This design comes from an exercise in tuning for small area on the open sky130 flow, not from production work. The RTL was checked by simulation tests, not by an equivalence proof against the original design. Power figures rest on the tool's default switching activity, not on a simulated workload.

--- design.v ---
`timescale 1ns / 1ps
module mfe_lcd1602_controller(
    clk,
    rst,
    cmd,
    dat,
    vld,
    lwt,
    ready,
    lcd_rs,
    lcd_rw,
    lcd_en,
    lcd_data
);
parameter T_AS_MAX          = 6;          
parameter T_PW_MAX          = 24;         
parameter T_LW_MAX          = 180000;     
parameter T_SW_MAX          = 5000;       
parameter T_WIDTH           = 18;         
parameter SHORT_WAIT_ENABLE = 1;          
localparam S_IDLE = 2'b00;                
localparam S_INST = 2'b01;                
localparam S_ENAB = 2'b10;                
localparam S_WAIT = 2'b11;                
input          clk;
input          rst;
input          cmd;
input  [7 : 0] dat;
input          vld;
input          lwt;
output         ready;
output         lcd_rs;
output         lcd_rw;
output         lcd_en;
output [7 : 0] lcd_data;
reg [1 : 0] cur_state;
reg [1 : 0] nxt_state;
reg [7 : 0] dat_reg;
reg         cmd_reg;
reg         enb_reg;
reg         lwt_reg;
reg [T_WIDTH - 1 : 0] cnt;
wire                  cnt_enb;
wire                  cnt_max_vld;
always @(posedge clk) begin
    if (rst) begin
        dat_reg <= 8'b0;
        cmd_reg <= 1'b0;
        lwt_reg <= 1'b0;
    end
    else if (vld) begin
        dat_reg <= dat;
        cmd_reg <= ~cmd;
        lwt_reg <= lwt;
    end
end
assign lcd_rs   = cmd_reg;
assign lcd_data = dat_reg;
assign lcd_rw   = 1'b0;
assign lcd_en   = enb_reg;
assign ready    = cur_state == S_IDLE;
always @(posedge clk) begin
    if (rst) begin
        cur_state <= S_IDLE;
    end
    else begin
        cur_state <= nxt_state;
    end
end
always @(*) begin
    if (rst) begin
        nxt_state = S_IDLE;
    end
    else begin
        case (cur_state)
            S_IDLE: begin
                nxt_state = vld ? S_INST : S_IDLE;
            end
            S_INST: begin
                nxt_state = cnt_max_vld ? S_ENAB : S_INST;
            end
            S_ENAB: begin
                nxt_state = cnt_max_vld ? S_WAIT : S_ENAB;
            end
            S_WAIT: begin
                nxt_state = cnt_max_vld ? S_IDLE : S_WAIT;
            end
            default: begin
                nxt_state = S_IDLE;
            end
        endcase
    end
end
always @(posedge clk) begin
    if (rst) begin
        enb_reg <= 1'b0;
    end
    else begin
        enb_reg <= cur_state == S_ENAB;
    end
end
generate;
    if (SHORT_WAIT_ENABLE) begin
        assign cnt_max_vld = (cur_state == S_INST) ? cnt == T_AS_MAX :
                     (cur_state == S_ENAB) ? cnt == T_PW_MAX :
                     (cur_state == S_WAIT) ? lwt_reg ? cnt == T_LW_MAX : cnt == T_SW_MAX : 1'b0;
    end
    else begin
        assign cnt_max_vld = (cur_state == S_INST) ? cnt == T_AS_MAX :
                     (cur_state == S_ENAB) ? cnt == T_PW_MAX :
                     (cur_state == S_WAIT) ? cnt == T_LW_MAX : 1'b0;
    end
endgenerate
assign cnt_enb = cur_state != S_IDLE;
always @(posedge clk) begin
    if (rst) begin
        cnt <= {T_WIDTH{1'b0}};
    end
    else if (cnt_enb) begin
        cnt <= (cnt_max_vld) ? {T_WIDTH{1'b0}} : cnt + 1'b1;
    end
end
endmodule
`timescale 1ns / 1ps
module mfe_lcd1602_controller_wrapper(
    clk,
    rst,
    clear,
    home,
    cenb,
    disp,
    dat,
    cmd,
    vld,
    shift,
    ready,
    lcd_rs,
    lcd_rw,
    lcd_en,
    lcd_data
    );
parameter T_AS_MAX          = 6;          
parameter T_PW_MAX          = 24;         
parameter T_LW_MAX          = 200000;     
parameter T_SW_MAX          = 5000;       
parameter T_WIDTH           = 18;         
parameter SHORT_WAIT_ENABLE = 0;          
parameter CURSOR_ON         = 0;
parameter SHIFT_CNT_MAX     = 25'd31249999;
parameter SHIFT_CNT_WIDTH   = 25;
parameter FSM_WIDTH         = 3;
localparam S_IDLE           = 'd0;       
localparam S_INIT           = 'd1;       
localparam S_LCMD           = 'd2;       
localparam S_SCMD           = 'd3;       
localparam S_SHIF           = 'd4;       
localparam S_DATA           = 'd5;       
input           clk;
input           rst;
input           clear;
input           home;
input           cenb;
input           disp;
input  [7 : 0]  dat;
input           cmd;
input           vld;
input  [1 : 0]  shift;
output          ready;
output          lcd_rs;
output          lcd_rw;
output          lcd_en;
output [7 : 0]  lcd_data;
reg [FSM_WIDTH - 1 : 0] cur_state;
reg [FSM_WIDTH - 1 : 0] nxt_state;
reg [            4 : 0] func_reg;
reg [            7 : 0] data_reg;
reg         lcdctrl_cmd;
reg [7 : 0] lcdctrl_dat;
reg         lcdctrl_vld;
reg         lcdctrl_lwt;
reg         lcdctrl_ready_cache;
wire        lcdctrl_ready;
wire        lcdctrl_accept;
wire        lcdctrl_done;
reg         init_reg;
reg [2 : 0] init_cnt;
wire        init_cnt_max_vld;
wire        lcmd_cnt_max_vld;
reg [SHIFT_CNT_WIDTH - 1 : 0] shift_cnt;
wire                          shift_vld;
wire                          disp_vld;
assign lcdctrl_accept = lcdctrl_ready & lcdctrl_vld;
assign lcdctrl_done   = ~lcdctrl_ready_cache & lcdctrl_ready;
always @(posedge clk) begin
    func_reg <= {cmd, disp, cenb, home, clear};
    data_reg <= dat;
    lcdctrl_ready_cache <= lcdctrl_ready;
end
assign disp_vld = disp ^ func_reg[3];
always @(posedge clk) begin
    if (rst) begin
        cur_state <= S_INIT;
    end
    else begin
        cur_state <= nxt_state;
    end
end
always @(*) begin
    case (cur_state)
        S_IDLE: begin
            lcdctrl_cmd = 1'b0;
            lcdctrl_dat = 8'b0;
            lcdctrl_vld = 1'b0;
            lcdctrl_lwt = 1'b0;
            if (!init_reg) begin
                nxt_state = lcdctrl_ready ? S_INIT : S_IDLE;
            end
            else begin
                nxt_state = (clear | home) ? S_LCMD :
                            (disp_vld | cenb | cmd) ? S_SCMD :
                            (|shift)       ? S_SHIF :
                            (vld)          ? S_DATA : S_IDLE;
            end
        end
        S_INIT: begin    
            lcdctrl_cmd = 1'b1;
            lcdctrl_vld = 1'b1;
            lcdctrl_lwt = 1'b1;
            case (init_cnt)
                3'd0: lcdctrl_dat = 8'h38;   
                3'd1: lcdctrl_dat = 8'h0C;   
                3'd2: lcdctrl_dat = 8'h01;   
                3'd3: lcdctrl_dat = 8'h06;   
                3'd4: lcdctrl_dat = 8'h80;   
                default: begin
                    lcdctrl_dat = 8'h80;
                    lcdctrl_vld = 1'b0;
                end
            endcase
            nxt_state = (init_cnt_max_vld & lcdctrl_done) ? S_IDLE : S_INIT;
        end
        S_LCMD: begin
            lcdctrl_cmd = 1'b1;
            lcdctrl_vld = 1'b1;
            lcdctrl_lwt = 1'b1;
            lcdctrl_dat = {6'b0, func_reg[1:0]};     
            nxt_state = lcdctrl_done ? S_IDLE : S_LCMD;
        end
        S_SCMD: begin
            lcdctrl_cmd = 1'b1;
            lcdctrl_vld = lcdctrl_ready & ~lcdctrl_done;
            lcdctrl_lwt = 1'b0;
            if (func_reg[4]) begin
                lcdctrl_dat = {1'b1, data_reg[6:0]};     
            end
            else begin
                lcdctrl_dat = {5'b1, func_reg[3:2], 1'b0};
            end
            nxt_state = lcdctrl_done ? S_IDLE : S_SCMD;
        end
        S_DATA: begin
            lcdctrl_cmd = 1'b0;
            lcdctrl_vld = lcdctrl_ready & ~lcdctrl_done;
            lcdctrl_lwt = 1'b0;
            lcdctrl_dat = data_reg;
            nxt_state = lcdctrl_done ? S_IDLE : S_DATA;
        end
        S_SHIF: begin
            lcdctrl_cmd = 1'b1;
            lcdctrl_vld = shift_vld;
            lcdctrl_lwt = 1'b0;
            lcdctrl_dat = {4'b0001, shift, 2'b00};
            nxt_state = (~|shift & lcdctrl_done) ? S_IDLE : S_SHIF;
        end
        default: begin
            nxt_state = S_IDLE;
            lcdctrl_cmd = 1'b0;
            lcdctrl_dat = 8'b0;
            lcdctrl_vld = 1'b0;
            lcdctrl_lwt = 1'b0;
        end
    endcase
end
assign ready = (cur_state == S_IDLE) & init_reg;
localparam INIT_CNT_MAX = 3'd5;
always @(posedge clk) begin
    if (rst) begin
        init_reg <= 1'b0;
    end
    else if (init_cnt_max_vld) begin
        init_reg <= 1'b1;
    end
end
assign init_cnt_max_vld = init_cnt == INIT_CNT_MAX;
always @(posedge clk) begin
    if (rst) begin
        init_cnt <= 3'b0;
    end
    else if (cur_state == S_INIT) begin
        init_cnt <= (lcdctrl_accept) ? init_cnt + 1'b1 : init_cnt;
    end
    else begin
        init_cnt <= 3'b0;
    end
end
assign shift_vld = shift_cnt == 25'b0;
always @(posedge clk) begin
    if (rst)begin
        shift_cnt <= 25'b0;
    end
    else if (cur_state == S_SHIF) begin
        shift_cnt <= (shift_vld) ? SHIFT_CNT_MAX : shift_cnt - 1'b1;
    end
end
mfe_lcd1602_controller 
    #(
    .T_AS_MAX           (T_AS_MAX),
    .T_PW_MAX           (T_PW_MAX),
    .T_LW_MAX           (T_LW_MAX),
    .T_SW_MAX           (T_SW_MAX),
    .T_WIDTH            (T_WIDTH),
    .SHORT_WAIT_ENABLE  (SHORT_WAIT_ENABLE)
    )
lcd_ctrl_i (
    .clk                (clk),
    .rst                (rst),
    .cmd                (lcdctrl_cmd),
    .dat                (lcdctrl_dat),
    .vld                (lcdctrl_vld),
    .lwt                (lcdctrl_lwt),
    .ready              (lcdctrl_ready),
    .lcd_rs             (lcd_rs),
    .lcd_rw             (lcd_rw),
    .lcd_en             (lcd_en),
    .lcd_data           (lcd_data)
);
endmodule
--- config.mk ---
export PLATFORM = sky130hd
export DESIGN_NAME = mfe_lcd1602_controller_wrapper
export DESIGN_NICKNAME = mfe_lcd1602_controller_wrapper
export VERILOG_FILES = /design/flow/design.v
export SDC_FILE = /design/flow/constraint.sdc
export NUM_CORES = 4
export LEC_CHECK = 0
export CAP_MARGIN = 20
export CORE_MARGIN = 2
export CORE_UTILIZATION = 40
export SLEW_MARGIN = 20
--- constraint.sdc ---
create_clock -name core_clock -period 5.0 [get_ports {clk}]
set_input_delay 1.0000 -clock core_clock [delete_from_list [all_inputs] [get_ports {clk}]]
set_output_delay 1.0000 -clock core_clock [all_outputs]
set_load 0.01 [all_outputs]
--- run.sh ---
#!/bin/bash
# synth_recipe.tcl (not shown) runs the flow's synth.tcl, then flattens the netlist and writes it again
# the make line also repeats each setting of config.mk as NAME=value (left out here)
make -C /OpenROAD-flow-scripts/flow DESIGN_CONFIG=/design/flow/config.mk WORK_HOME=/design/flow/orfs CLKGATE_MAP_FILE= SYNTH_SCRIPT=/design/flow/synth_recipe.tcl finish
==> impl_results.md <==
* Number of flops mapped to enable cells by yosys at 0
* Register bit total from synthesis at 76
* Synth warnings at 2
* Num CTS Buffers at 9
* IO Count at 30
* Leak at 1.52 nW
* Final wirelength at 7810 um
* Total GRT Usage at 0.166
* Core area at 8760 um2
* Synthesized instance count at 407
* Commonest non-fill, non-tap cell in the layout: dfxtp_1
* Antenna Nets Post-Route at 0
* P&R area growth vs syn at 14.6%
* Final-report setup violation count at 0
* Worst path slowest cell: clkdlybuf4s50_1
* Initial DRC count at 118
* Period utilization at 0.612
* Ys flop type: dfxtp_1
* Grt met1 use at 0.224
* Die span in y at 99.3 um
* Worst R2R Path Depth at 5
* Switching Share at 0.320
* Met2 GRT Util at 0.259
* Vias at 3003
* Die ar. at 9860 um2
* Critical Setup Path Class: reg -> out
* WL/cell at 14.3 um
* Final-report max-slew violation count at 0
* Clock share of power at 0.281
* Layout Utilization at 0.475
* DR vias/cell at 5.50
* Arrival @ worst endpoint at 2060 ps
* Hpwl dp at 5510 um
* Overflow after GRT at 0
* Post-Syn Area at 3630 um2
* Largest register FFs at 25
* Antenna cells at 0
* Rel. slew slack at 0.496
* Root cell of the clock tree: clkbuf_8
* Peak supply drop at 0.000158 V
* Min-delay src: lcd_ctrl_i.dat_reg[6]$_SDFFE_PP0P_
* Upper clock frequency limit at 0.327 GHz
* Clock Tree Buf Depth at 2
* Hold Path Stages at 2
* Clk pin slew, worst setup/hold paths at 90 ps
* Vias in the first global route at 2889
* Worst min path class: reg -> reg
* Post-synthesis net count at 436
* Layout cell share with drive strength beyond 1 at 0.0845
* Total power at 1.48 mW
* Switching Power at 0.472 mW
* TNS Setup at 0 ps
* Post-DP Area at 4000 um2
* Comb pwr share at 0.235
* GPL Wtd Cong at 0.810
* Final Skew at 20.3 ps
* Period minus WS final at 3060 ps
* GRT busiest layer: met2
* Setup slack, reg-to-reg at 2510 ps
* Avg Cell Area, Syn at 8.92 um2
* Buffers on Ports at 28
* Reg2reg end: shift_cnt[12]$_SDFFE_PP0P_
* Worst Tran Pin Value at 745 ps
* Reg2reg start: cur_state[2]$_SDFF_PP0_
* CP top delay family: buffers and inverters
* WP data required at 4000 ps
* CP endpoint kind: primary output
* PostCTS Resize Cnt at 0
* Final hold vios at 0
* Largest reg by FF count: shift_cnt
* GR met3 Demand/Resource at 0.0274
* P_int at 1.00 mW
* # hold bufs at CTS at 0
* H-Tree Depth at 3
* Ys async rst share at 0
* Number of max-cap violations at 0
* Status: timing/DRC/antenna clean
* Commonest non-fill, non-tap cells in the layout: dfxtp_1 (76), nor2_1 (52), clkdlybuf4s50_1 (28)
* Post-synth cell types at 61
* Drt drc at 0
* Unrepaired setup endpoints after global routing: no
* TritonCTS clock tree: done
* First-pass GRT wire length at 13300 um
* Crit-path cells: nor4b_1, clkdlybuf4s50_1
* PD cells at 355 nW/um2
* Worst skew pair latency at 360 ps
* Worst setup SP type: flop
* CTS sink cnt at 76
* TritonRoute pass-1 iters at 4
* Levels on crit path at 2
* Initial antenna violation count at 0
* Seq pwr share at 0.484
* Largest net degree at the start of global routing at 40
* Biggest regs: shift_cnt (25), lcd_ctrl_i.cnt (18)
* Starting Density at 0.414
* Highest cell delay on the worst timing path at 640 ps
* Largest fanout on the critical path at 17
* Register area share after synthesis at 0.419
* WHS Endpoint: lcd_ctrl_i.dat_reg[6]$_SDFFE_PP0P_
* Nets at 462
* Floorplan row count at 34
* Worst Path Buf+Inv at 1
* Setup Fix Bufs, Post-CTS at 0
* Die Wd at 99.3 um
* Final Instance Area at 4160 um2
## cell usage after synthesis (4+ instances only)
master | count | area share
clkbuf_1 | 10 | 0.010
nand3_1 | 13 | 0.018
ha_1 | 11 | 0.038
xor2_1 | 22 | 0.053
nor2_1 | 52 | 0.054
xnor2_1 | 13 | 0.031
mux2i_1 | 4 | 0.011
or4_4 | 6 | 0.019
inv_1 | 14 | 0.014
and4_1 | 4 | 0.0096
nand4_1 | 7 | 0.012
nor4_1 | 5 | 0.0086
o21ai_0 | 9 | 0.012
or4_1 | 5 | 0.010
or2_2 | 5 | 0.0086
or3_1 | 8 | 0.014
nand2b_1 | 6 | 0.010
a21oi_1 | 24 | 0.033
nor3_1 | 19 | 0.026
dfxtp_1 | 76 | 0.42
a211oi_1 | 5 | 0.010
and3_1 | 4 | 0.0069
nand2_1 | 27 | 0.028
## final cells by class
class | count | area [um2]
Clock buffer | 11 | 131
Clock inverter | 5 | 36.3
Fill cell | 864 | 4600
Inverter | 14 | 52.6
Multi-Input combinational cell | 303 | 2000
Sequential cell | 76 | 1520
Tap cell | 108 | 135
Timing Repair Buffer | 29 | 288
## power groups by stage
stage               registers [mW]  clock network, mW  logic, mW
floorplan                    0.717                  0      0.236
global placement             0.727                  0      0.347
detailed placement           0.728                  0      0.343
CTS                          0.715              0.426      0.347
global route                 0.724              0.452      0.384
finish                       0.715              0.415      0.347
## layer usage
metal	up-vias	wire length (um)
li1	1516	-
met3	12	252
met2	54	3570
met4	0	149
met1	1421	3840
met5	-	0
## worst max path at each step
stage / from / endpoint / slack (ps)
2_1_floorplan: cur_state[0]$_SDFF_PP1_ / ready / 2700
3_3_place_gp: rst / shift_cnt[5]$_SDFFE_PP0P_ / 2370
3_5_place_dp: rst / shift_cnt[4]$_SDFFE_PP0P_ / 2330
4_1_cts: cur_state[0]$_SDFF_PP1_ / ready / 1930
5_1_grt: cur_state[0]$_SDFF_PP1_ / ready / 1790
6_report: cur_state[0]$_SDFF_PP1_ / ready / 1940
## worst reg2reg max path: cells and delay by family (launching register included)
kind             cells  cell delay [ps]
AND/OR/NAND/NOR      4             1610
AO/OA/AOI/OAI        1              150
flip-flops           1              670
## stage by stage
stage          setup WS, ps  hold WS, ps  instances
2_1_floorplan          2700          446        407
3_3_place_gp           2370          462        530
3_5_place_dp           2330          467        530
4_1_cts                1930          480        546
5_1_grt                1790          497        546
6_report               1940          477        546
## cell families after synthesis
kind of cell | count (synthesis) | synth area share
AO/OA/AOI/OAI | 68 | 0.131
XOR/XNOR | 35 | 0.0844
adder cells (fa/ha/maj) | 11 | 0.0379
buffers and inverters | 28 | 0.0307
flip-flops | 76 | 0.419
multiplexers | 4 | 0.0110
other | 1 | 0.00103
AND/OR/NAND/NOR | 184 | 0.285

port drivers added, routing unchanged:
No port has a modelled driver above. Below, the same layout with a new extraction and two added sets of constraints. Step 1: set_driving_cell puts a clkbuf_16 on clk and a buf_2 on each other input, an assumption about the parent block. Step 2 times the ports against the registers' clock, not the clock port: input delays grow and output delays shrink by t, the midpoint of the rising clock arrivals with the driver on. Slacks: ideal / step 1 / step 2; pairs: ideal / step 1.
t, ns: 0.378
setup slack, ns: 1.940 / 1.909 / 2.287
hold slack, ns: 0.477 / 0.477 / 0.477
worst setup path at the end: register to output
After both steps this run still meets setup and hold. For this run, drivers alone change the setup slack by -0.031 ns; drivers and shift together by +0.347 ns.
